Source: an optimization exercise on an open RTL-to-GDS flow (aim: small area and a short achievable clock period). Production flows keep margins and buffers that such runs may drop.
No run shown here included a check of the RTL's function; only the layout flow was run.
No activity file was given, so power comes from the tool's default toggle rates. The clock port is modelled as an ideal driver; clocking choices that lean on that would not hold on a real chip.

## flow/design.v (module list and top-level ports; edited modules follow where they fit)
// module eight_pt_fft: 2069 lines
module eight_pt_fft(a0,a1,a2,a3,a4,a5,a6,a7,clk,rst,
                    y0,yr1,yi1,yr2,yi2,yr3,yi3,y4,yr5,yi5,yr6,yi6,yr7,yi7);
  // ...
==> flow/flow/run.sh <==
#!/bin/bash
# Standard layout, except: synthesis maps adders to plain gates instead of the
# platform's full/half-adder cells (ADDER_MAP_FILE left empty); ports buffered with buf_2; clock tree without dummy loads.
# Registers, their names and cell types are the same as the standard synthesis.
set -euo pipefail
bash standard.sh ADDER_MAP_FILE= 'BUFFER_PORTS_ARGS=-buffer_cell sky130_fd_sc_hd__buf_2' 'CTS_ARGS=-sink_clustering_enable -repair_clock_nets -sink_clustering_size 30 -sink_clustering_max_diameter 120 -dont_use_dummy_load' finish > run_make.log 2>&1
==> flow/standard.sh <==
#!/bin/bash
# synth_recipe.tcl (not shown) runs the flow's synth.tcl, then flattens the netlist and writes it again
# the make line also repeats each setting of config.mk as NAME=value (left out here)
make -C /OpenROAD-flow-scripts/flow DESIGN_CONFIG=/design/flow/config.mk WORK_HOME=/design/flow/orfs CLKGATE_MAP_FILE= SYNTH_SCRIPT=/design/flow/synth_recipe.tcl "${@:-finish}"
==> flow/config.mk <==
export PLATFORM = sky130hd
export DESIGN_NAME = eight_pt_fft
export DESIGN_NICKNAME = eight_pt_fft
export VERILOG_FILES = /design/flow/design.v
export SDC_FILE = /design/flow/constraint.sdc
export NUM_CORES = 4
export LEC_CHECK = 0
export ABC_AREA = 1
export CAP_MARGIN = 20
export CORE_MARGIN = 2
export CORE_UTILIZATION = 65
export PLACE_DENSITY = 0.65
export SETUP_SLACK_MARGIN = 2.0
export SLEW_MARGIN = 20
==> flow/constraint.sdc <==
create_clock -name core_clock -period 4.0 [get_ports {clk}]
set_input_delay 0.8000 -clock core_clock [delete_from_list [all_inputs] [get_ports {clk}]]
set_output_delay 0.8000 -clock core_clock [all_outputs]
set_load 0.01 [all_outputs]
==> impl_metrics.ini, run 1 <==
[yosys]
syn-num-nets = 4351
async_reset_ff_frac = 0
avgSynthCellArea_um2 = 8.181
synth_cell_types = 34
seq_area_frac_synth = 0.5507
synth_common_cells = 1,239 x nand2_1, 950 x dfxtp_1, 584 x inv_1
synth_fa_ha_area_frac = 0
synth_flop_cell = dfxtp_1

[outcome]
status = timing/DRC/antenna clean

[cts]
cts.clk_slew.worst_paths_ns = 0.10
cts_sinks = 950
clock-root-buffer = clkbuf_16

[critical_path]
worstPathCellList = buf_2
reg2reg_from = f6[0]
cp_max_fo = 1
r2r_end = oi2[12]
ff2ff_path_depth = 12

[floorplan]
tapCellCount = 688
die-width_um = 234.5

[power_and_ir_drop]
vdd_drop_max_v = 0.0004539
top_power_group = registers

[hold_path]
hp-class = in -> reg

[layout]
multi_input_area_share = 0.3425
instances_no_fill = 5238
most-common-layout-cells = 1,219 x nand2_1, 926 x dfxtp_1, 580 x inv_1
fillers = 4241
inverters = 587
seq_cells = 950

[drt]
drtAntennaViolNets = 0
wl_met1_um = 30340

[sta]
fin_crit_ns = 1.965
finalHoldViolCount = 0
skew_ns = 0.04754

[job]
maxCapViolCount = 0

[grt]
grt_busiest_layer = met2
grt_use_met3 = 0.03149
==> run 2: changes to the inputs <==
--- a/flow/config.mk
+++ b/flow/config.mk
@@ -9,6 +9,6 @@
 export CAP_MARGIN = 20
 export CORE_MARGIN = 2
-export CORE_UTILIZATION = 65
-export PLACE_DENSITY = 0.65
+export CORE_UTILIZATION = 60
+export PLACE_DENSITY = 0.85
 export SETUP_SLACK_MARGIN = 2.0
 export SLEW_MARGIN = 20
==> run 2 against run 1 <==
Global-route usage decreased by 0.54 points. Largest power group unchanged. First-iteration DRC count increased by 3.3%. Clock skew decreased by 0.016 ns. Still clean. Non-clock buffer count decreased by 7. Design area increased by 0.25%. Area after synthesis unchanged. Sequential share of layout area decreased by 0.082 points. Utilization decreased by 5.0 points. Combinational power about the same. Register-to-register slack improved by 0.05 ns. Flip-flop and latch count unchanged. Sequential power about the same.
==> impl_metrics.ini, run 2 <==
[sta]
finalSetupViolCount = 0
final-max-slew-violation-count = 0
worst_hold_slack_ns = 0.2936
fin_setup_tns_ns = 0
tightest_slew_ns = 0.4929
skew_ns = 0.03132
relSlewSlack = 0.6703
fin_crit_ns = 1.945
finalHoldViolCount = 0
max_freq_mhz = 514.0
rsz0062_at_grt = yes
timing.final.crit_share = 0.4864

[job]
maxCapViolCount = 0

[drt]
wl_per_cell_um = 12.59
vias = 25115
drcViolationCount = 0
drtAntennaViolNets = 0
drtPass1Iterations = 5
drt_wl_total_um = 66800
viasPerCell = 4.735
drtIter0Drc = 1301

[power_and_ir_drop]
p_per_area_nw_per_um2 = 754.2
vdd_drop_max_v = 0.0004393
fin_total_pwr_w = 0.02864
p_leak_nw = 20.53

[yosys]
synth_common_cells = 1,239 x nand2_1, 950 x dfxtp_1, 584 x inv_1
seq_area_frac_synth = 0.5507
yosysTopAreaCellShare = 0.5507
synth_warnings = 1
avgSynthCellArea_um2 = 8.181
synth_cells = 4221
synth_flop_cell = dfxtp_1
synthTopCellsByArea = dfxtp_1 55%, nand2_1 13%, xor2_1 8.5%
syn-num-nets = 4351
async_reset_ff_frac = 0
ys_ff_latch = 950
synth_cell_types = 34
syn_area_um2 = 34530
synth_edf_count = 0
synth_top_cell_by_area = dfxtp_1
yosysMostFrequentCell = nand2_1

[grt]
grt_max_degree = 82
grt_pass1_wl_um = 107500
antenna_found_initial = 8
grt_pass1_vias = 23196
grt-ovfl-total = 0
grt_usage = 0.2221

[layout]
final_common_cell = nand2_1
layout.nets = 4675
drive_gt1_frac = 0.1336
most-common-layout-cells = 1,208 x nand2_1, 917 x dfxtp_1, 580 x inv_1
area_growth_pct = 9.979

[critical_path]
cp.arrival_ns = 1.15
worstPathCellList = buf_4
cp_num_buf_inv = 1
crit_family = flip-flops
cp-end-kind = primary output
cp-start-kind = flip-flop
worst_path_max_delay_cell = dfxtp_1
cp_max_fo = 1
crit_type = reg -> out
required_ns = 3.20
slowest_delay_ns = 0.37

[floorplan]
die_h_um = 243.9
die_area_um2 = 59490
coreArea_um2 = 56600
io_pins = 354
fp-row-count = 87
start_util = 0.6101
die-width_um = 243.9

[cts]
cts.clk_slew.worst_paths_ns = 0.11
clock-root-buffer = clkbuf_16
cts_sinks = 950
cts_buffers = 37
cts-hold-fix-buffers = 0
cts_tree = yes
htreeDepth = 2
ctsLongestPathBuffers = 3
clkLatencyLatePin_ns = 0.60

[placement]
port_buffers = 353
hpwl_um = 52430
gp_congestion = 0.9132

[hold_path]
hp-class = in -> reg

[outcome]
status = timing/DRC/antenna clean
## run 2: cell counts after synthesis
No cell type changed its count.
## run 2: kinds of logic after synthesis
family / share of synthesized area
AOI/OAI and AO/OA: 0.04830
and+or+nand+nor: 0.2294
xor gates and xnor gates: 0.09410
DFF: 0.5507
buffers and inverters: 0.07750
## run 2: worst reg2reg max path, delay by kind of cell, from the launching register on
| kind | cells | cell delay [ns] |
|---|---|---|
| simple gates | 10 | 1.20 |
| buf+inv | 1 | 0.13 |
| flops | 1 | 0.43 |
## run 2: power by group
part	total (W)	switching (W)	internal (W)	leakage (nW)
logic	0.0103	0.00661	0.00373	12.1
registers	0.0140	0.00158	0.0124	7.95
clock network	0.00429	0.00261	0.00168	0.456
## run 2: metal layers
layer / global-route usage / vias up / part of all wire
li1: - / 13347 / -
met1: 0.2845 / 11153 / 0.45
met2: 0.3819 / 494 / 0.47
met3: 0.03745 / 119 / 0.051
met4: 0.07102 / 2 / 0.029
met5: 0 / - / 0.00019
## run 2: cell type report
type,count,area (um^2)
clock buffers,37,925.9
inverters,587,2211
multi-input cells,2612,12990
fillers,4509,18630
diodes,5,12.51
flip-flops and latches,950,19060
well taps,756,945.9
repair buffers,357,1824
## run 2: timing repair
item                                    4_1_cts  5_1_grt
endpoints found under the setup margin       62       95
buffers inserted                              0        2
pin swaps                                     0        6
resized for setup                             8      101
cloned                                        0        0
## run 2: path summary, 6_finish.rpt
path	from	end	slack (ns)	depth (start not counted)
max	oi6[15]	yi6[15]	2.05	1
min	a3[1]	x3[1]	0.29	1
max reg2reg	x6[8]	s3[15]	2.12	11
min reg2reg	s3[2]	b3[2]	0.33	0
## run 2: metrics by stage
| step | setup WS, ns | utilization | instance area [um^2] | instances |
|---|---|---|---|---|
| 6_report | 2.055 | 0.6709 | 37980 | 5304 |
| 5_1_grt | 1.946 | 0.6708 | 37970 | 5302 |
| 4_1_cts | 2.007 | 0.6669 | 37750 | 5297 |
| 3_5_place_dp | 1.490 | 0.6503 | 36810 | 5260 |
| 3_3_place_gp | 1.552 | 0.6503 | 36810 | 5260 |
| 2_1_floorplan | 2.205 | - | 34530 | 4221 |

[what the ideal ports hide]
The flow's constraints put no driver on any port. The routed layouts listed below were extracted and timed again, unchanged, in two steps. Step 1: set_driving_cell puts a clkbuf_16 on clk and a buf_2 on each other input, an assumption about the parent block. Step 2, shift: input delay + t, output delay - t, t = (earliest + latest rising clock arrival at the registers) / 2. This alone moves slack from input paths to output paths. a / b / c = no drivers / after step 1 / after step 2; a / b = the first two.
run	t, ns	setup WS [ns]	worst slew at a driven data input, ns	pins driven straight from the clock port
run 1	0.625	2.035 / 1.975 / 1.759	0.04	1
run 2	0.647	2.055 / 1.994 / 1.703	0.10	1
After both steps every run listed still meets setup and hold. The setup slack of run 2, which loses most, moves by -0.061 ns with the drivers and by -0.352 ns with both steps.
